Background: an optimization exercise with open tools, aiming at small area, a short achievable clock period and few clock cycles. Do not read the settings as production practice.
In this exercise RTL edits were held to simulation tests only and were not proved equivalent to the original.

==> try-tundra <==
==> flow/design.v (excerpt) <==
module JAM (CLK, RST, W, J, Cost, MatchCount, MinCost, Valid);
Settings: LEC_CHECK=0, CAP_MARGIN=20, CORE_MARGIN=2, CORE_UTILIZATION=40, SETUP_SLACK_MARGIN=2.0, SLEW_MARGIN=20; clock period 5.0 ns.
run.sh (not shown) runs the stock make flow with config.mk's settings and CLKGATE_MAP_FILE= SYNTH_SCRIPT=/design/flow/synth_recipe.tcl, a recipe that flattens the netlist after the stock synthesis.
==> try-xenon: changes against try-tundra <==
--- a/flow/design.v
+++ b/flow/design.v
@@ -22,17 +22,16 @@
 end
 reg [6:0] cst [0:63];
 always @(posedge CLK) begin
     if (!ld_done) cst[{W, J}] <= Cost;
 end
 reg [2:0] st;
 reg [2:0] ph;           
 reg [8:0] win;          
-reg       tmode;        
 reg [6:0] D;            
 reg [2:0] j0;           
 reg       j0root;       
 reg [7:0] used;         
 reg [7:0] pv;           
 reg [6:0] w  [0:7];     
 reg [6:0] uc [0:7];     
 reg [7:0] mv [0:7];     
@@ -42,45 +41,41 @@
 reg [2:0] wj;           
 reg [2:0] wjw;          
 reg       wjr;          
 reg [6:0] wD;           
 reg [2:0] pr [0:7];     
 reg [6:0] rowr [0:7];   
 reg [8:0] wkr  [0:7];   
 reg [3:0] tc;
-reg [7:0] alive;
-reg [2:0] lvl;
-reg [3:0] lb;
-reg [2:0] stk [0:6];
-reg [7:0] usedc;
-reg       dph;
-reg [7:0] cmr;
 reg [2:0] i0;
-reg [6:0] un;
+reg [6:0] unr;          
 reg [2:0] jn;
 reg       more;
 always @(*) begin
     i0 = win[8] ? ph : 3'd0;
-    un = 7'd0;
     jn = 3'd0;
     more = 1'b0;
     for (k = 0; k < 8; k = k + 1)
         if (win[k]) begin
             i0 = i0 | pr[k];
-            un = un | uc[k];
             jn = jn | k[2:0];
             more = more | pv[k];
         end
 end
 generate for (g = 0; g < 8; g = g + 1) begin : a1
-    always @(posedge CLK) rowr[g] <= cst[{i0, g[2:0]}];
+    if (g == 7) begin : byp
+        always @(posedge CLK) rowr[g] <= (st == S_WAIT && W == ph && J == 3'd7 && !ld_done) ? Cost
+                                                                                 : cst[{i0, g[2:0]}];
+    end else begin : nob
+        always @(posedge CLK) rowr[g] <= cst[{i0, g[2:0]}];
+    end
     wire [8:0] y1 = {2'b00, w[g]};
     wire [8:0] y2 = {2'b00, D};
-    wire [8:0] y3 = ~{2'b00, un};
+    wire [8:0] y3 = ~{2'b00, unr};
     wire [8:0] ks = y1 ^ y2 ^ y3;
     wire [8:0] kc = {(y1[7:0] & y2[7:0]) | (y1[7:0] & y3[7:0]) | (y2[7:0] & y3[7:0]), 1'b0};
     wire [8:0] wks;
     wire       wkco;
     jam_add #(9) u_wk (.a(ks), .b(kc), .ci(1'b1), .s(wks), .co(wkco));
     always @(posedge CLK) wkr[g] <= wks;
 end endgenerate
 wire [8:0] s   [0:7];
@@ -126,20 +121,25 @@
     for (h = 0; h < 8; h = h + 1) begin : bo
         if (h < g)      assign ok[h] = used[h] | nb[h][g];
         else if (h > g) assign ok[h] = used[h] | !nb[g][h];
         else            assign ok[h] = !used[g];
     end
     assign bwin[g] = &ok;
 end endgenerate
 reg [6:0] bmin;
+reg [6:0] bun;
 always @(*) begin
     bmin = 7'd0;
+    bun = 7'd0;
     for (k = 0; k < 8; k = k + 1)
-        if (bwin[k]) bmin = bmin | mv[k][6:0];
+        if (bwin[k]) begin
+            bmin = bmin | mv[k][6:0];
+            bun = bun | uc[k];
+        end
 end
 wire [6:0] wfix [0:7];
 wire [6:0] ufix [0:7];
 wire [9:0] mcs;
 wire       mco;
 jam_add #(10) u_mc (.a(MinCost), .b({3'd0, D}), .ci(1'b0), .s(mcs), .co(mco));
 generate for (g = 0; g < 8; g = g + 1) begin : fx
     wire [6:0] nm = ~mv[g][6:0];
@@ -162,128 +162,134 @@
 wire       jre = ph[0] ? wyr1[jn] : wyr0[jn];
 wire [2:0] phm = ph - 3'd1;
 wire [7:0] out_ok, in_ok;
 generate for (g = 0; g < 8; g = g + 1) begin : pl
     wire [7:0] colg;
     for (h = 0; h < 8; h = h + 1) begin : cb
         assign colg[h] = mv[h][g];
     end
-    assign out_ok[g] = |(mv[g] & alive & ~(8'd1 << g));
-    assign in_ok[g]  = |(colg  & alive & ~(8'd1 << g));
+    assign out_ok[g] = |(mv[g] & wyr1 & ~(8'd1 << g));
+    assign in_ok[g]  = |(colg  & wyr1 & ~(8'd1 << g));
 end endgenerate
-wire [7:0] keep = alive & out_ok & in_ok;
-wire [7:0] teff = alive[lvl] ? (mv[lvl] & alive) : (8'd1 << lvl);
-wire [7:0] lbm  = lb[3] ? 8'd0 : (8'hFF << lb[2:0]);
-wire [7:0] cm   = teff & ~usedc & lbm;
+wire [7:0] keep = wyr1 & out_ok & in_ok;
+wire [7:0] teff = wyr1[j0] ? (mv[j0] & wyr1) : (8'd1 << j0);
+wire [7:0] lbm  = tc[3] ? 8'd0 : (8'hFF << tc[2:0]);
+wire [7:0] cm   = teff & ~used & lbm;
 reg  [2:0] cj;
 always @(*) begin
     cj = 3'd0;
     for (k = 7; k >= 0; k = k - 1)
-        if (cmr[k]) cj = k[2:0];
+        if (wyr0[k]) cj = k[2:0];
 end
-wire [2:0] lvlm1 = lvl - 3'd1;
-wire [2:0] sback = stk[lvlm1];
+wire [2:0] lvlm1 = j0 - 3'd1;
+wire [2:0] sback = wy[lvlm1];
 wire [2:0] phn = ph + 3'd1;
-wire row_ready  = ld_done || (W > ph);
+wire row_ready  = ld_done || (W > ph) || (W == ph && J == 3'd7);
 wire next_ready = ld_done || (W > phn);
 wire [2:0] tcm2 = tc[2:0] - 3'd2;
 always @(posedge CLK) begin
     case (st)
     S_A2: begin
         for (k = 0; k < 8; k = k + 1)
             if (upd[k]) begin
                 if (!j0root) wy[k] <= j0;
                 if (ph[0]) wyr1[k] <= j0root; else wyr0[k] <= j0root;
             end
     end
     S_A1: begin
         if (!win[8] && !more && !wk)
             for (k = 0; k < 8; k = k + 1) uc[k] <= ufix[k];
     end
-    S_DFS: if (dph && lvl != 3'd7 && cmr != 8'd0) stk[lvl] <= cj;
+    S_T: if (tc != 4'd0) wyr1 <= 8'hFF;
+    S_PEEL: if (!Valid) wyr1 <= keep;
+    S_DFS: if (!Valid) begin
+        if (!j0root) wyr0 <= cm;
+        else if (j0 != 3'd7 && wyr0 != 8'd0) wy[j0] <= cj;
+    end
     default: ;
     endcase
     if (wk) begin
         if (jrt) begin
             pr[wj] <= phm; uc[wj] <= wD;
         end else begin
             pr[wj] <= pr[jw]; uc[wj] <= uc[jw];
         end
     end
 end
 always @(posedge CLK or posedge RST) begin
     if (RST) begin
-        st <= S_WAIT; ph <= 3'd0; win <= 9'h100; tmode <= 1'b0; D <= 7'd0;
+        st <= S_WAIT; ph <= 3'd0; win <= 9'h100; unr <= 7'd0; D <= 7'd0;
         j0 <= 3'd0; j0root <= 1'b1; wk <= 1'b0; wj <= 3'd0; wjw <= 3'd0; wjr <= 1'b0; wD <= 7'd0; used <= 8'd0; pv <= 8'd0; MinCost <= 10'd0;
-        MatchCount <= 4'd0; Valid <= 1'b0; tc <= 4'd0; alive <= 8'hFF; lvl <= 3'd0;
-        lb <= 4'd0; usedc <= 8'd0; dph <= 1'b0; cmr <= 8'd0;
+        MatchCount <= 4'd0; Valid <= 1'b0; tc <= 4'd0;
         for (k = 0; k < 8; k = k + 1) begin
             w[k] <= 7'd0; mv[k] <= 8'd128;
         end
     end else begin
         case (st)
-        S_WAIT: if (row_ready) st <= S_A1;
+        S_WAIT: if (row_ready) begin
+            j0root <= 1'b1; st <= S_A2;
+        end
         S_A1: if (win[8] || !wk) begin
             j0 <= jn; j0root <= win[8];
             used <= used | win[7:0];
             if (win[8] || more)
                 st <= S_A2;
             else begin
                 for (k = 0; k < 8; k = k + 1) w[k] <= wfix[k];
                 MinCost <= mcs;
                 wk <= 1'b1; wj <= jn; wjw <= jwe; wjr <= jre; wD <= D;
-                ph <= phn; win <= 9'h100; D <= 7'd0;
+                ph <= phn; win <= 9'h100; unr <= 7'd0; D <= 7'd0;
                 used <= 8'd0;
                 for (k = 0; k < 8; k = k + 1) mv[k] <= 8'd128;
                 tc <= 4'd0;
                 if (ph == 3'd7) begin
-                    tmode <= 1'b1; st <= S_T;
+                    st <= S_T;
                 end else
                     st <= next_ready ? S_A1 : S_WAIT;
             end
         end
         S_A2: begin
             for (k = 0; k < 8; k = k + 1)
                 if (upd[k]) mv[k] <= {1'b0, s[k][6:0]};
             st <= S_B;
         end
-        S_B: begin
+        S_B: if (!wk) begin
             win <= {1'b0, bwin};
+            unr <= bun;
             D <= bmin;
             st <= S_A1;
         end
         S_T: if (!wk || tc != 4'd0) begin
             win <= {1'b0, 8'd1 << tc[2:0]};
+            unr <= uc[tc[2:0]];
             if (tc >= 4'd2) mv[tcm2] <= tb;
             tc <= tc + 4'd1;
             if (tc == 4'd9) st <= S_PEEL;
         end
         S_PEEL: if (!Valid) begin
-            alive <= keep;
             if (keep == 8'd0) begin
                 MatchCount <= 4'd1; Valid <= 1'b1;
-            end else if (keep == alive) begin
-                lvl <= 3'd0; lb <= 4'd0; usedc <= 8'd0; MatchCount <= 4'd0; dph <= 1'b0;
+            end else if (keep == wyr1) begin
+                j0 <= 3'd0; tc <= 4'd0; used <= 8'd0; MatchCount <= 4'd0; j0root <= 1'b0;
                 st <= S_DFS;
             end
         end
         S_DFS: if (!Valid) begin
-            dph <= !dph;
-            if (!dph) begin
-                cmr <= cm;
-            end else if (lvl == 3'd7) begin
-                if (cmr != 8'd0) MatchCount <= MatchCount + 4'd1;
-                lvl <= 3'd6; usedc[stk[6]] <= 1'b0; lb <= {1'b0, stk[6]} + 4'd1;
-            end else if (cmr != 8'd0) begin
-                usedc[cj] <= 1'b1; lvl <= lvl + 3'd1; lb <= 4'd0;
-            end else if (lvl == 3'd0) begin
+            j0root <= !j0root;
+            if (!j0root) begin
+            end else if (j0 == 3'd7) begin
+                if (wyr0 != 8'd0) MatchCount <= MatchCount + 4'd1;
+                j0 <= 3'd6; used[wy[6]] <= 1'b0; tc <= {1'b0, wy[6]} + 4'd1;
+            end else if (wyr0 != 8'd0) begin
+                used[cj] <= 1'b1; j0 <= j0 + 3'd1; tc <= 4'd0;
+            end else if (j0 == 3'd0) begin
                 Valid <= 1'b1;
             end else begin
-                lvl <= lvlm1; usedc[sback] <= 1'b0; lb <= {1'b0, sback} + 4'd1;
+                j0 <= lvlm1; used[sback] <= 1'b0; tc <= {1'b0, sback} + 4'd1;
             end
         end
         default: st <= S_WAIT;
         endcase
         if (wk) begin
             pv[wj] <= 1'b1;
             if (jrt) wk <= 1'b0; else begin wj <= jw; wjw <= jwn; wjr <= jrn; end
         end
==> try-juniper: changes against try-tundra <==
--- a/flow/design.v
+++ b/flow/design.v
@@ -22,17 +22,16 @@
 end
 reg [6:0] cst [0:63];
 always @(posedge CLK) begin
     if (!ld_done) cst[{W, J}] <= Cost;
 end
 reg [2:0] st;
 reg [2:0] ph;           
 reg [8:0] win;          
-reg       tmode;        
 reg [6:0] D;            
 reg [2:0] j0;           
 reg       j0root;       
 reg [7:0] used;         
 reg [7:0] pv;           
 reg [6:0] w  [0:7];     
 reg [6:0] uc [0:7];     
 reg [7:0] mv [0:7];     
@@ -50,37 +49,40 @@
 reg [7:0] alive;
 reg [2:0] lvl;
 reg [3:0] lb;
 reg [2:0] stk [0:6];
 reg [7:0] usedc;
 reg       dph;
 reg [7:0] cmr;
 reg [2:0] i0;
-reg [6:0] un;
+reg [6:0] unr;          
 reg [2:0] jn;
 reg       more;
 always @(*) begin
     i0 = win[8] ? ph : 3'd0;
-    un = 7'd0;
     jn = 3'd0;
     more = 1'b0;
     for (k = 0; k < 8; k = k + 1)
         if (win[k]) begin
             i0 = i0 | pr[k];
-            un = un | uc[k];
             jn = jn | k[2:0];
             more = more | pv[k];
         end
 end
 generate for (g = 0; g < 8; g = g + 1) begin : a1
-    always @(posedge CLK) rowr[g] <= cst[{i0, g[2:0]}];
+    if (g == 7) begin : byp
+        always @(posedge CLK) rowr[g] <= (st == S_WAIT && W == ph && J == 3'd7 && !ld_done) ? Cost
+                                                                                 : cst[{i0, g[2:0]}];
+    end else begin : nob
+        always @(posedge CLK) rowr[g] <= cst[{i0, g[2:0]}];
+    end
     wire [8:0] y1 = {2'b00, w[g]};
     wire [8:0] y2 = {2'b00, D};
-    wire [8:0] y3 = ~{2'b00, un};
+    wire [8:0] y3 = ~{2'b00, unr};
     wire [8:0] ks = y1 ^ y2 ^ y3;
     wire [8:0] kc = {(y1[7:0] & y2[7:0]) | (y1[7:0] & y3[7:0]) | (y2[7:0] & y3[7:0]), 1'b0};
     wire [8:0] wks;
     wire       wkco;
     jam_add #(9) u_wk (.a(ks), .b(kc), .ci(1'b1), .s(wks), .co(wkco));
     always @(posedge CLK) wkr[g] <= wks;
 end endgenerate
 wire [8:0] s   [0:7];
@@ -126,20 +128,25 @@
     for (h = 0; h < 8; h = h + 1) begin : bo
         if (h < g)      assign ok[h] = used[h] | nb[h][g];
         else if (h > g) assign ok[h] = used[h] | !nb[g][h];
         else            assign ok[h] = !used[g];
     end
     assign bwin[g] = &ok;
 end endgenerate
 reg [6:0] bmin;
+reg [6:0] bun;
 always @(*) begin
     bmin = 7'd0;
+    bun = 7'd0;
     for (k = 0; k < 8; k = k + 1)
-        if (bwin[k]) bmin = bmin | mv[k][6:0];
+        if (bwin[k]) begin
+            bmin = bmin | mv[k][6:0];
+            bun = bun | uc[k];
+        end
 end
 wire [6:0] wfix [0:7];
 wire [6:0] ufix [0:7];
 wire [9:0] mcs;
 wire       mco;
 jam_add #(10) u_mc (.a(MinCost), .b({3'd0, D}), .ci(1'b0), .s(mcs), .co(mco));
 generate for (g = 0; g < 8; g = g + 1) begin : fx
     wire [6:0] nm = ~mv[g][6:0];
@@ -178,17 +185,17 @@
 always @(*) begin
     cj = 3'd0;
     for (k = 7; k >= 0; k = k - 1)
         if (cmr[k]) cj = k[2:0];
 end
 wire [2:0] lvlm1 = lvl - 3'd1;
 wire [2:0] sback = stk[lvlm1];
 wire [2:0] phn = ph + 3'd1;
-wire row_ready  = ld_done || (W > ph);
+wire row_ready  = ld_done || (W > ph) || (W == ph && J == 3'd7);
 wire next_ready = ld_done || (W > phn);
 wire [2:0] tcm2 = tc[2:0] - 3'd2;
 always @(posedge CLK) begin
     case (st)
     S_A2: begin
         for (k = 0; k < 8; k = k + 1)
             if (upd[k]) begin
                 if (!j0root) wy[k] <= j0;
@@ -207,57 +214,61 @@
             pr[wj] <= phm; uc[wj] <= wD;
         end else begin
             pr[wj] <= pr[jw]; uc[wj] <= uc[jw];
         end
     end
 end
 always @(posedge CLK or posedge RST) begin
     if (RST) begin
-        st <= S_WAIT; ph <= 3'd0; win <= 9'h100; tmode <= 1'b0; D <= 7'd0;
+        st <= S_WAIT; ph <= 3'd0; win <= 9'h100; unr <= 7'd0; D <= 7'd0;
         j0 <= 3'd0; j0root <= 1'b1; wk <= 1'b0; wj <= 3'd0; wjw <= 3'd0; wjr <= 1'b0; wD <= 7'd0; used <= 8'd0; pv <= 8'd0; MinCost <= 10'd0;
         MatchCount <= 4'd0; Valid <= 1'b0; tc <= 4'd0; alive <= 8'hFF; lvl <= 3'd0;
         lb <= 4'd0; usedc <= 8'd0; dph <= 1'b0; cmr <= 8'd0;
         for (k = 0; k < 8; k = k + 1) begin
             w[k] <= 7'd0; mv[k] <= 8'd128;
         end
     end else begin
         case (st)
-        S_WAIT: if (row_ready) st <= S_A1;
+        S_WAIT: if (row_ready) begin
+            j0root <= 1'b1; st <= S_A2;
+        end
         S_A1: if (win[8] || !wk) begin
             j0 <= jn; j0root <= win[8];
             used <= used | win[7:0];
             if (win[8] || more)
                 st <= S_A2;
             else begin
                 for (k = 0; k < 8; k = k + 1) w[k] <= wfix[k];
                 MinCost <= mcs;
                 wk <= 1'b1; wj <= jn; wjw <= jwe; wjr <= jre; wD <= D;
-                ph <= phn; win <= 9'h100; D <= 7'd0;
+                ph <= phn; win <= 9'h100; unr <= 7'd0; D <= 7'd0;
                 used <= 8'd0;
                 for (k = 0; k < 8; k = k + 1) mv[k] <= 8'd128;
                 tc <= 4'd0;
                 if (ph == 3'd7) begin
-                    tmode <= 1'b1; st <= S_T;
+                    st <= S_T;
                 end else
                     st <= next_ready ? S_A1 : S_WAIT;
             end
         end
         S_A2: begin
             for (k = 0; k < 8; k = k + 1)
                 if (upd[k]) mv[k] <= {1'b0, s[k][6:0]};
             st <= S_B;
         end
-        S_B: begin
+        S_B: if (!wk) begin
             win <= {1'b0, bwin};
+            unr <= bun;
             D <= bmin;
             st <= S_A1;
         end
         S_T: if (!wk || tc != 4'd0) begin
             win <= {1'b0, 8'd1 << tc[2:0]};
+            unr <= uc[tc[2:0]];
             if (tc >= 4'd2) mv[tcm2] <= tb;
             tc <= tc + 4'd1;
             if (tc == 4'd9) st <= S_PEEL;
         end
         S_PEEL: if (!Valid) begin
             alive <= keep;
             if (keep == 8'd0) begin
                 MatchCount <= 4'd1; Valid <= 1'b1;
==> flow/config.mk (replaced) <==
export PLATFORM = sky130hd
export DESIGN_NAME = JAM
export DESIGN_NICKNAME = JAM
export VERILOG_FILES = /design/flow/design.v
export SDC_FILE = /design/flow/constraint.sdc
export NUM_CORES = 4
export LEC_CHECK = 0
export CAP_MARGIN = 20
export CORE_MARGIN = 2
export CORE_UTILIZATION = 50
export SETUP_SLACK_MARGIN = 2.0
export SLEW_MARGIN = 20
==> try-delta: changes against try-tundra <==
--- a/flow/design.v
+++ b/flow/design.v
@@ -22,17 +22,16 @@
 end
 reg [6:0] cst [0:63];
 always @(posedge CLK) begin
     if (!ld_done) cst[{W, J}] <= Cost;
 end
 reg [2:0] st;
 reg [2:0] ph;           
 reg [8:0] win;          
-reg       tmode;        
 reg [6:0] D;            
 reg [2:0] j0;           
 reg       j0root;       
 reg [7:0] used;         
 reg [7:0] pv;           
 reg [6:0] w  [0:7];     
 reg [6:0] uc [0:7];     
 reg [7:0] mv [0:7];     
@@ -50,37 +49,42 @@
 reg [7:0] alive;
 reg [2:0] lvl;
 reg [3:0] lb;
 reg [2:0] stk [0:6];
 reg [7:0] usedc;
 reg       dph;
 reg [7:0] cmr;
 reg [2:0] i0;
-reg [6:0] un;
+reg [6:0] unr;          
 reg [2:0] jn;
 reg       more;
+wire [7:0] asel = (st == S_T) ? (8'd1 << tc[2:0]) : win[7:0];
+wire [6:0] aun  = (st == S_T) ? uc[tc[2:0]] : unr;
 always @(*) begin
-    i0 = win[8] ? ph : 3'd0;
-    un = 7'd0;
+    i0 = (win[8] && st != S_T) ? ph : 3'd0;
     jn = 3'd0;
     more = 1'b0;
     for (k = 0; k < 8; k = k + 1)
-        if (win[k]) begin
+        if (asel[k]) begin
             i0 = i0 | pr[k];
-            un = un | uc[k];
             jn = jn | k[2:0];
             more = more | pv[k];
         end
 end
 generate for (g = 0; g < 8; g = g + 1) begin : a1
-    always @(posedge CLK) rowr[g] <= cst[{i0, g[2:0]}];
+    if (g == 7) begin : byp
+        always @(posedge CLK) rowr[g] <= (st == S_WAIT && W == ph && J == 3'd7 && !ld_done) ? Cost
+                                                                                 : cst[{i0, g[2:0]}];
+    end else begin : nob
+        always @(posedge CLK) rowr[g] <= cst[{i0, g[2:0]}];
+    end
     wire [8:0] y1 = {2'b00, w[g]};
     wire [8:0] y2 = {2'b00, D};
-    wire [8:0] y3 = ~{2'b00, un};
+    wire [8:0] y3 = ~{2'b00, aun};
     wire [8:0] ks = y1 ^ y2 ^ y3;
     wire [8:0] kc = {(y1[7:0] & y2[7:0]) | (y1[7:0] & y3[7:0]) | (y2[7:0] & y3[7:0]), 1'b0};
     wire [8:0] wks;
     wire       wkco;
     jam_add #(9) u_wk (.a(ks), .b(kc), .ci(1'b1), .s(wks), .co(wkco));
     always @(posedge CLK) wkr[g] <= wks;
 end endgenerate
 wire [8:0] s   [0:7];
@@ -126,20 +130,25 @@
     for (h = 0; h < 8; h = h + 1) begin : bo
         if (h < g)      assign ok[h] = used[h] | nb[h][g];
         else if (h > g) assign ok[h] = used[h] | !nb[g][h];
         else            assign ok[h] = !used[g];
     end
     assign bwin[g] = &ok;
 end endgenerate
 reg [6:0] bmin;
+reg [6:0] bun;
 always @(*) begin
     bmin = 7'd0;
+    bun = 7'd0;
     for (k = 0; k < 8; k = k + 1)
-        if (bwin[k]) bmin = bmin | mv[k][6:0];
+        if (bwin[k]) begin
+            bmin = bmin | mv[k][6:0];
+            bun = bun | uc[k];
+        end
 end
 wire [6:0] wfix [0:7];
 wire [6:0] ufix [0:7];
 wire [9:0] mcs;
 wire       mco;
 jam_add #(10) u_mc (.a(MinCost), .b({3'd0, D}), .ci(1'b0), .s(mcs), .co(mco));
 generate for (g = 0; g < 8; g = g + 1) begin : fx
     wire [6:0] nm = ~mv[g][6:0];
@@ -156,41 +165,44 @@
 end endgenerate
 wire [2:0] jw  = wjw;
 wire       jrt = wjr;
 wire [2:0] jwn = wy[wjw];                                 
 wire       jrn = ph[0] ? wyr0[wjw] : wyr1[wjw];
 wire [2:0] jwe = wy[jn];                                  
 wire       jre = ph[0] ? wyr1[jn] : wyr0[jn];
 wire [2:0] phm = ph - 3'd1;
-wire [7:0] out_ok, in_ok;
+wire [7:0] out_ok, in_ok, out_ok2, in_ok2;
+wire [7:0] keep1 = alive & out_ok & in_ok;
 generate for (g = 0; g < 8; g = g + 1) begin : pl
     wire [7:0] colg;
     for (h = 0; h < 8; h = h + 1) begin : cb
         assign colg[h] = mv[h][g];
     end
-    assign out_ok[g] = |(mv[g] & alive & ~(8'd1 << g));
-    assign in_ok[g]  = |(colg  & alive & ~(8'd1 << g));
+    assign out_ok[g]  = |(mv[g] & alive & ~(8'd1 << g));
+    assign in_ok[g]   = |(colg  & alive & ~(8'd1 << g));
+    assign out_ok2[g] = |(mv[g] & keep1 & ~(8'd1 << g));
+    assign in_ok2[g]  = |(colg  & keep1 & ~(8'd1 << g));
 end endgenerate
-wire [7:0] keep = alive & out_ok & in_ok;
+wire [7:0] keep = keep1 & out_ok2 & in_ok2;
 wire [7:0] teff = alive[lvl] ? (mv[lvl] & alive) : (8'd1 << lvl);
 wire [7:0] lbm  = lb[3] ? 8'd0 : (8'hFF << lb[2:0]);
 wire [7:0] cm   = teff & ~usedc & lbm;
 reg  [2:0] cj;
 always @(*) begin
     cj = 3'd0;
     for (k = 7; k >= 0; k = k - 1)
         if (cmr[k]) cj = k[2:0];
 end
 wire [2:0] lvlm1 = lvl - 3'd1;
 wire [2:0] sback = stk[lvlm1];
 wire [2:0] phn = ph + 3'd1;
-wire row_ready  = ld_done || (W > ph);
+wire row_ready  = ld_done || (W > ph) || (W == ph && J == 3'd7);
 wire next_ready = ld_done || (W > phn);
-wire [2:0] tcm2 = tc[2:0] - 3'd2;
+wire [2:0] tcm1 = tc[2:0] - 3'd1;
 always @(posedge CLK) begin
     case (st)
     S_A2: begin
         for (k = 0; k < 8; k = k + 1)
             if (upd[k]) begin
                 if (!j0root) wy[k] <= j0;
                 if (ph[0]) wyr1[k] <= j0root; else wyr0[k] <= j0root;
             end
@@ -207,60 +219,62 @@
             pr[wj] <= phm; uc[wj] <= wD;
         end else begin
             pr[wj] <= pr[jw]; uc[wj] <= uc[jw];
         end
     end
 end
 always @(posedge CLK or posedge RST) begin
     if (RST) begin
-        st <= S_WAIT; ph <= 3'd0; win <= 9'h100; tmode <= 1'b0; D <= 7'd0;
+        st <= S_WAIT; ph <= 3'd0; win <= 9'h100; unr <= 7'd0; D <= 7'd0;
         j0 <= 3'd0; j0root <= 1'b1; wk <= 1'b0; wj <= 3'd0; wjw <= 3'd0; wjr <= 1'b0; wD <= 7'd0; used <= 8'd0; pv <= 8'd0; MinCost <= 10'd0;
         MatchCount <= 4'd0; Valid <= 1'b0; tc <= 4'd0; alive <= 8'hFF; lvl <= 3'd0;
         lb <= 4'd0; usedc <= 8'd0; dph <= 1'b0; cmr <= 8'd0;
         for (k = 0; k < 8; k = k + 1) begin
             w[k] <= 7'd0; mv[k] <= 8'd128;
         end
     end else begin
         case (st)
-        S_WAIT: if (row_ready) st <= S_A1;
+        S_WAIT: if (row_ready) begin
+            j0root <= 1'b1; st <= S_A2;
+        end
         S_A1: if (win[8] || !wk) begin
             j0 <= jn; j0root <= win[8];
             used <= used | win[7:0];
             if (win[8] || more)
                 st <= S_A2;
             else begin
                 for (k = 0; k < 8; k = k + 1) w[k] <= wfix[k];
                 MinCost <= mcs;
                 wk <= 1'b1; wj <= jn; wjw <= jwe; wjr <= jre; wD <= D;
-                ph <= phn; win <= 9'h100; D <= 7'd0;
+                ph <= phn; win <= 9'h100; unr <= 7'd0; D <= 7'd0;
                 used <= 8'd0;
                 for (k = 0; k < 8; k = k + 1) mv[k] <= 8'd128;
                 tc <= 4'd0;
                 if (ph == 3'd7) begin
-                    tmode <= 1'b1; st <= S_T;
+                    st <= S_T;
                 end else
                     st <= next_ready ? S_A1 : S_WAIT;
             end
         end
         S_A2: begin
             for (k = 0; k < 8; k = k + 1)
                 if (upd[k]) mv[k] <= {1'b0, s[k][6:0]};
             st <= S_B;
         end
-        S_B: begin
+        S_B: if (!wk) begin
             win <= {1'b0, bwin};
+            unr <= bun;
             D <= bmin;
             st <= S_A1;
         end
         S_T: if (!wk || tc != 4'd0) begin
-            win <= {1'b0, 8'd1 << tc[2:0]};
-            if (tc >= 4'd2) mv[tcm2] <= tb;
+            if (tc >= 4'd1) mv[tcm1] <= tb;
             tc <= tc + 4'd1;
-            if (tc == 4'd9) st <= S_PEEL;
+            if (tc == 4'd8) st <= S_PEEL;
         end
         S_PEEL: if (!Valid) begin
             alive <= keep;
             if (keep == 8'd0) begin
                 MatchCount <= 4'd1; Valid <= 1'b1;
             end else if (keep == alive) begin
                 lvl <= 3'd0; lb <= 4'd0; usedc <= 8'd0; MatchCount <= 4'd0; dph <= 1'b0;
                 st <= S_DFS;
==> comparison <==
- Against try-xenon, the worst hold slack of try-tundra is higher by 5.9 ps.
- In try-juniper the synthesized cell count is larger than in try-tundra, by 2.2%.
- Of try-tundra and try-juniper, try-juniper has the higher flip-flop and latch count (gap 7).
- In try-delta the utilization is higher than in try-xenon, by 4.9 points.
- Clock skew: try-delta is higher than try-xenon (32 ps).
- try-juniper completed without violations. try-tundra passed the timing, DRC and antenna checks. try-delta ran to the end with no violations. try-xenon produced a clean layout.
- The lowest first-iteration DRC count belongs to try-juniper, the highest to try-delta.
- Between try-delta and try-juniper, the lower critical path depth is in try-juniper (gap 5).
- The lowest routed wire length belongs to try-tundra, the highest to try-delta.
Testbench counts of try-tundra, summed over its fixed seeds: cycles 2,634.
Testbench counts of try-xenon, summed over its fixed seeds: cycles 2,600.
Testbench counts of try-juniper, summed over its fixed seeds: cycles 2,600.
Testbench counts of try-delta, summed over its fixed seeds: cycles 2,553.

## re-timing with driven ports
The results above use ideal ports. As a check the final layouts listed here were re-extracted and re-timed, cells and wires unchanged. Step 1: set_driving_cell puts a clkbuf_16 on CLK and a buf_2 on each other input, an assumption about the parent block. Step 2, shift: input delay + t, output delay - t, t = (earliest + latest rising clock arrival at the registers) / 2. This alone moves slack from input paths to output paths. Slacks: ideal ports / drivers / drivers and shift; pairs: ideal ports / drivers.
run	shift t [ns]	setup slack, ns	slew at the worst register clock pin (ns)	cell pins on the clock port's net
try-tundra	0.816	1.777 / 1.777 / 1.777	0.07 / 0.07	1
try-xenon	0.808	1.811 / 1.811 / 1.811	0.08 / 0.08	1
try-juniper	0.813	1.790 / 1.790 / 1.790	0.08 / 0.08	1
try-delta	0.853	1.389 / 1.389 / 1.389	0.07 / 0.07	1
After both steps every run listed still meets setup and hold.
